This is an optimization exercise on Yosys and OpenROAD, whose aim is small area and a short achievable clock period, not a production implementation. The RTL was checked by simulation tests, not by an equivalence proof against the original design. Power figures rest on the tool's default switching activity, not on a simulated workload.

== run a ==
==> flow/design.v (excerpt) <==
module cpu (
    input clk,
    input reset,
    output reg [15:0] mem_addr,
    output reg [7:0] mem_data_write,
    input [7:0] mem_data_read,
    output reg mem_do_write,
    input [4:0] interrupts_enabled,
    input [4:0] interrupts_request,
    output reg [4:0] interrupts_ack,
    output cpu_is_halted,
    output [15:0] dbg_pc,
    output [15:0] dbg_sp,
    output [15:0] dbg_AF,
    output [15:0] dbg_BC,
    output [15:0] dbg_DE,
    output [15:0] dbg_HL,
    output dbg_instruction_retired,
    output reg [7:0] dbg_last_opcode
);
Settings: LEC_CHECK=0, CAP_MARGIN=20, CORE_MARGIN=2, CORE_UTILIZATION=55, CTS_CLUSTER_DIAMETER=60, CTS_CLUSTER_SIZE=20, SLEW_MARGIN=20; clock period 12.0 ns.
standard.sh (not shown) runs the stock make flow with config.mk's settings and CLKGATE_MAP_FILE= SYNTH_SCRIPT=/design/flow/synth_recipe.tcl, a recipe that flattens the netlist after the stock synthesis.
==> flow/flow/run.sh <==
#!/bin/bash
# The standard layout (standard.sh: unchanged synthesis, placement, CTS,
# routing), with two settings changed:
#  - the resizer's setup repair aims at a larger slack than the ORFS default,
#    so that it sizes and buffers the critical paths although 12 ns is met;
#  - the port buffers are buf_2 cells (ORFS otherwise picks a 10 um2 delay
#    buffer); every input and output port is still buffered.
# make's output goes to orfs_make.log; each ORFS step logs to orfs/logs/.
set -euo pipefail
bash standard.sh SETUP_SLACK_MARGIN=8.3 \
    "BUFFER_PORTS_ARGS=-buffer_cell sky130_fd_sc_hd__buf_2" \
    finish > orfs_make.log 2>&1
Here is what was changed in the inputs of run b compared with run a.
--- a/flow/design.v
+++ b/flow/design.v
@@ -374,60 +374,57 @@
     if (intr) sdat = cbm ? {cbop[7:6] == 2'b11 ? {8{t[7]}} : 8'h00, w8} : pcn;
     else if (cbm | hl_dst) sdat = {8'h00, w8};
     else if (o_push & op[5:4] == 2'd3) sdat = {rA, fZ, fN, fH, fC, 4'b0};
     else if (o_push | o_ldnnsp) sdat = P;
     else if (call_t | o_rst) sdat = pcn;
     else sdat = {8'h00, rA};
-wire cb_go = op == 8'hcb && !pending;
+reg opcb;    
+wire cb_go = opcb & ~pending;
 wire ph3 = ph == 2'd3;
 reg c_ld, c_ld16, c_st, c_st16, c_pad, c_pad8, c_imm16;
 always @(posedge clk) begin
     c_ld <= d_ld; c_ld16 <= d_ld16; c_st <= d_st; c_st16 <= d_st16;
     c_pad <= d_pad; c_pad8 <= d_pad8; c_imm16 <= d_imm16;
 end
 wire s_idle = st == S_IDLE, s_fet = st == S_FET, s_dec = st == S_DEC, s_cb = st == S_CB,
      s_iml = st == S_IML, s_imh = st == S_IMH, s_ldl = st == S_LDL, s_ldh = st == S_LDH,
      s_ex = st == S_EX, s_stl = st == S_STL, s_sth = st == S_STH, s_pdl = st == S_PDL,
      s_pdh = st == S_PDH, s_wb = st == S_WB;
 wire grp = ~(s_idle | s_fet | s_dec | s_ex | s_wb);
-wire go_fet = (s_idle | s_wb) & (pending | ~halted);
-wire go_cb  = s_dec & cb_go;
 wire go_iml = s_dec & d_imm;
 wire go_ldl = (s_dec & ~d_imm & d_ld) |
               (ph3 & c_ld & (s_cb | (s_iml & ~c_imm16) | s_imh));
 wire go_imh = ph3 & s_iml & c_imm16;
 wire go_ldh = ph3 & s_ldl & c_ld16;
-wire go_ex  = (s_dec & ~cb_go & ~d_imm & ~d_ld) |
+wire go_ex  = (s_dec & ~opcb & ~d_imm & ~d_ld) |
               (ph3 & ((s_cb & ~c_ld) | (s_iml & ~c_imm16 & ~c_ld) | (s_imh & ~c_ld) |
                       (s_ldl & ~c_ld16) | s_ldh));
 wire go_stl = s_ex & c_st;
 wire go_sth = ph3 & s_stl & c_st16;
 wire go_pdl = (s_ex & ~c_st & c_pad) | (ph3 & c_pad & ((s_stl & ~c_st16) | s_sth));
 wire go_pdh = ph3 & s_pdl & c_pad8;
 wire go_wb  = (s_ex & ~c_st & ~c_pad) |
               (ph3 & (((s_stl & ~c_st16) | s_sth) & ~c_pad | (s_pdl & ~c_pad8) | s_pdh));
-wire go_idle = (s_idle | s_wb) & ~(pending | ~halted);
 always @(*) begin
     nst = st;
-    if (go_fet) nst = S_FET;
     if (s_fet) nst = S_DEC;
-    if (go_cb) nst = S_CB;
     if (go_iml) nst = S_IML;
     if (go_imh) nst = S_IMH;
     if (go_ldl) nst = S_LDL;
     if (go_ldh) nst = S_LDH;
     if (go_ex) nst = S_EX;
     if (go_stl) nst = S_STL;
     if (go_sth) nst = S_STH;
     if (go_pdl) nst = S_PDL;
     if (go_pdh) nst = S_PDH;
     if (go_wb) nst = S_WB;
-    if (go_idle) nst = S_IDLE;
+    if (s_idle | s_wb) nst = (pending | ~halted) ? S_FET : S_IDLE;
+    if (s_dec & opcb) nst = pending ? S_EX : S_CB;
 end
 wire to_wb  = go_wb;
-wire to_inc = go_cb | go_iml | go_imh | go_ldh | go_sth;
+wire to_inc = go_iml | go_imh | go_ldh | go_sth;    
 wire to_ldl = go_ldl;
 wire to_stl = go_stl;
 wire to_sth = go_sth;
 reg in_wb;
 assign dbg_instruction_retired = in_wb;
 always @(posedge clk) begin
@@ -451,19 +448,20 @@
         ph <= grp ? ph + 2'd1 : 2'd0;
         mem_do_write <= to_stl | to_sth;
         if (st == S_FET) begin
             dbg_last_opcode <= mem_data_read;
             halted <= op_halts & ~pending;
             ih <= pending ? irq_first : 5'b0;
+            opcb <= mem_data_read == 8'hcb;
             cbm <= 1'b0;
         end
-        if (nst == S_FET) halted <= 1'b0;
+        if (s_idle | s_wb) halted <= halted & ~pending;
         if (st == S_DEC) cbm <= cb_go;
         if (ph == 2'd1 && (st == S_IML || st == S_LDL)) t[7:0] <= mem_data_read;
         if (ph == 2'd1 && (st == S_CB || st == S_IMH || st == S_LDH)) t[15:8] <= mem_data_read;
-        if (to_inc) mem_addr <= mem_addr + 16'd1;
+        if (to_inc | (s_dec & opcb & ~pending)) mem_addr <= mem_addr + 16'd1;
         if (to_ldl | to_stl) mem_addr <= am;
         if (to_stl) mem_data_write <= sdat[7:0];
         if (to_sth) mem_data_write <= sdat[15:8];
         if (to_wb) begin
             pc <= npc;
             mem_addr <= npc;
[summary]
Diff run a -> run b: final non-filler cell total went down by 40, sequential group share of total power went down 0.5 points, layout overhead on the synthesized area went up, maximum VDD drop shows an increase of 21%, sequential cell area fraction in the yosys report saw an increase. Between run a and run b, the difference in final hold slack is negligible. Floorplan die area was lower in run b than in run a. Run b vs run a — count of mapped cells out of synthesis dropped slightly. Arrival time of data at the critical path endpoint on run b is down relative to run a. In run b relative to run a, final area had gone down slightly. Of run a and run b, the run reporting the lower count of sequential standard cells was run a. Taking run a as the reference, in run b wire length after detailed routing went up 0.70%, sequential share of cell area saw an increase, sum of internal, switching and leakage power shows an increase of 7.1%.

Another version of the RTL of cpu (not shown whole).
Size in the first run: about 1,900 cells after synthesis, about 250 flip-flops, about 16,000 um2 of cells after synthesis.
clock: 12.0 ns
lec_check: 0
cap_margin: 20
core_margin: 2
core_utilization: 55
cts_cluster_diameter: 60
cts_cluster_size: 20
slew_margin: 20
Scripts as last shown in full above: flow/flow/run.sh
==> next run, changes <==
--- a/flow/design.v
+++ b/flow/design.v
@@ -394,38 +394,62 @@
     sd_w8 <= k_sdw8; sd_pc <= k_sdpc; sd_af <= k_sdaf; sd_P <= k_sdP; sd_hy <= k_sdhy;
 end
 wire sd_A  = ~(sd_w8 | sd_pc | sd_af | sd_P);
 wire [7:0] sd_lo = ({8{sd_w8}} & w8) | ({8{sd_pc}} & pcn[7:0]) |
                    ({8{sd_af}} & {fZ, fN, fH, fC, 4'b0}) | ({8{sd_P}} & P[7:0]) |
                    ({8{sd_A}} & rA);
 wire [7:0] sd_hi = ({8{sd_hy}} & {8{t[7]}}) |
                    ({8{sd_pc}} & pcn[15:8]) | ({8{sd_af}} & rA) | ({8{sd_P}} & P[15:8]);
+function fetch_imm(input [7:0] x);
+    fetch_imm = (x & 8'hcf) == 8'h01 || x == 8'h08 || (x & 8'he7) == 8'hc2 || x == 8'hc3 ||
+                (x & 8'he7) == 8'hc4 || x == 8'hcd || x == 8'hea || x == 8'hfa ||
+                (x & 8'hc7) == 8'h06 || x == 8'h18 || (x & 8'he7) == 8'h20 ||
+                (x & 8'hc7) == 8'hc6 || x == 8'he0 || x == 8'he8 || x == 8'hf0 || x == 8'hf8;
+endfunction
+function fetch_ld(input [7:0] x, input z, input c);
+    reg cc;
+    begin
+        case (x[4:3])
+            2'd0: cc = ~z;
+            2'd1: cc = z;
+            2'd2: cc = ~c;
+            default: cc = c;
+        endcase
+        fetch_ld = (x & 8'hcf) == 8'hc1 || x == 8'hc9 || x == 8'hd9 ||
+                   ((x & 8'he7) == 8'hc0 && cc) ||
+                   (x & 8'hcf) == 8'h0a || x == 8'hf0 || x == 8'hf2 || x == 8'hfa ||
+                   (x[7:6] == 2'b01 && x[2:0] == 3'd6 && x != 8'h76) ||
+                   (x[7:6] == 2'b10 && x[2:0] == 3'd6) ||
+                   (((x & 8'hc7) == 8'h04 || (x & 8'hc7) == 8'h05) && x[5:3] == 3'd6);
+    end
+endfunction
+reg f_imm, f_ld;
 reg opcb;    
 wire cb_go = opcb & ~pending;
 wire ph3 = ph == 2'd3;
 assign incmode = (st == S_FET) |
                  (ph == 2'd2 & ((st == S_IML & c_imm16) | (st == S_LDL & c_ld16) |
                                 (st == S_STL & c_st16)));
 reg c_ld, c_ld16, c_st, c_st16, c_pad, c_pad8, c_imm16;
 always @(posedge clk) begin
     c_ld <= d_ld; c_ld16 <= d_ld16; c_st <= d_st; c_st16 <= d_st16;
     c_pad <= d_pad; c_pad8 <= d_pad8; c_imm16 <= d_imm16;
 end
 wire s_idle = st == S_IDLE, s_fet = st == S_FET, s_dec = st == S_DEC, s_cb = st == S_CB,
      s_iml = st == S_IML, s_imh = st == S_IMH, s_ldl = st == S_LDL, s_ldh = st == S_LDH,
      s_ex = st == S_EX, s_stl = st == S_STL, s_sth = st == S_STH, s_pdl = st == S_PDL,
      s_pdh = st == S_PDH, s_wb = st == S_WB;
 wire grp = ~(s_idle | s_fet | s_dec | s_ex | s_wb);
-wire go_iml = s_dec & d_imm;
-wire go_ldl = (s_dec & ~d_imm & d_ld) |
+wire go_iml = s_dec & f_imm;
+wire go_ldl = (s_dec & ~f_imm & f_ld) |
               (ph3 & c_ld & (s_cb | (s_iml & ~c_imm16) | s_imh));
 wire go_imh = ph3 & s_iml & c_imm16;
 wire go_ldh = ph3 & s_ldl & c_ld16;
-wire go_ex  = (s_dec & ~opcb & ~d_imm & ~d_ld) |
+wire go_ex  = (s_dec & ~opcb & ~f_imm & ~f_ld) |
               (ph3 & ((s_cb & ~c_ld) | (s_iml & ~c_imm16 & ~c_ld) | (s_imh & ~c_ld) |
                       (s_ldl & ~c_ld16) | s_ldh));
 wire go_stl = s_ex & c_st;
 wire go_sth = ph3 & s_stl & c_st16;
 wire go_pdl = (s_ex & ~c_st & c_pad) | (ph3 & c_pad & ((s_stl & ~c_st16) | s_sth));
 wire go_pdh = ph3 & s_pdl & c_pad8;
 wire go_wb  = (s_ex & ~c_st & ~c_pad) |
               (ph3 & (((s_stl & ~c_st16) | s_sth) & ~c_pad | (s_pdl & ~c_pad8) | s_pdh));
@@ -473,16 +497,18 @@
         ph <= grp ? ph + 2'd1 : 2'd0;
         mem_do_write <= to_stl | to_sth;
         if (st == S_FET) begin
             dbg_last_opcode <= mem_data_read;
             halted <= op_halts & ~pending;
             ih <= pending ? irq_first : 5'b0;
             opcb <= mem_data_read == 8'hcb;
             opF2 <= mem_data_read == 8'hf2;
+            f_imm <= ~pending & fetch_imm(mem_data_read);
+            f_ld <= ~pending & fetch_ld(mem_data_read, fZ, fC);
             cbm <= 1'b0;
         end
         if (s_idle | s_wb) halted <= halted & ~pending;
         if (st == S_DEC) cbm <= cb_go;
         if (ph == 2'd1 && (st == S_IML || st == S_LDL)) t[7:0] <= mem_data_read;
         if (ph == 2'd1 && (st == S_CB || st == S_IMH || st == S_LDH)) t[15:8] <= mem_data_read;
         if (to_inc | (s_dec & opcb & ~pending)) mem_addr <= asum[15:0];
         if (to_ldl | to_stl) mem_addr <= am;
Outcome: Die area goes up by 3.2%. Total power goes down by about 1.2%. Area after synthesis goes up by 3.3%. Wire length goes up by 0.79%. First-iteration DRC count goes up by about 5.5%. Non-clock buffer count goes down by 15. Critical path depth is unchanged. Worst hold slack hardly moves. Combinational power goes down by about 5%. Setup slack hardly moves. Synthesized cell count goes up by 4.4%. Sequential cell count goes up by 2. Clock power goes up by about 0.7%. Fmax stays flat.

-- re-timing with driven ports --
In the flow no input, the clock included, has a driving cell. The finished layouts below were timed again as built, in two steps.
Step 1, drivers: a clkbuf_16 drives clk and a buf_2 each remaining input, both assumed.
Step 2 times the ports against the registers' clock, not the clock port: input delays grow and output delays shrink by t, the midpoint of the rising clock arrivals with the driver on.
Three values: ideal ports, drivers, drivers and shift; two values: the first two.
run | t (ns) | slack for setup (ns) | latest minus earliest clock arrival (ns) | slew at the worst register clock pin (ns) | worst slew at a driven data input, ns
run a | 0.605 | 8.177 / 8.192 / 7.587 | 0.019 / 0.019 | 0.09 / 0.09 | 0.04
run b | 0.593 | 8.294 / 8.248 / 7.777 | 0.038 / 0.039 | 0.08 / 0.08 | 0.03
the first run of note 2 | 0.607 | 8.305 / 8.249 / 7.801 | 0.026 / 0.027 | 0.09 / 0.09 | 0.04
the second run of note 2 | 0.592 | 8.306 / 8.253 / 7.831 | 0.019 / 0.020 | 0.08 / 0.08 | 0.03
After both steps every run listed still meets setup and hold. For run a, which loses most, drivers alone change the setup slack by +0.015 ns; drivers and shift together by -0.590 ns.
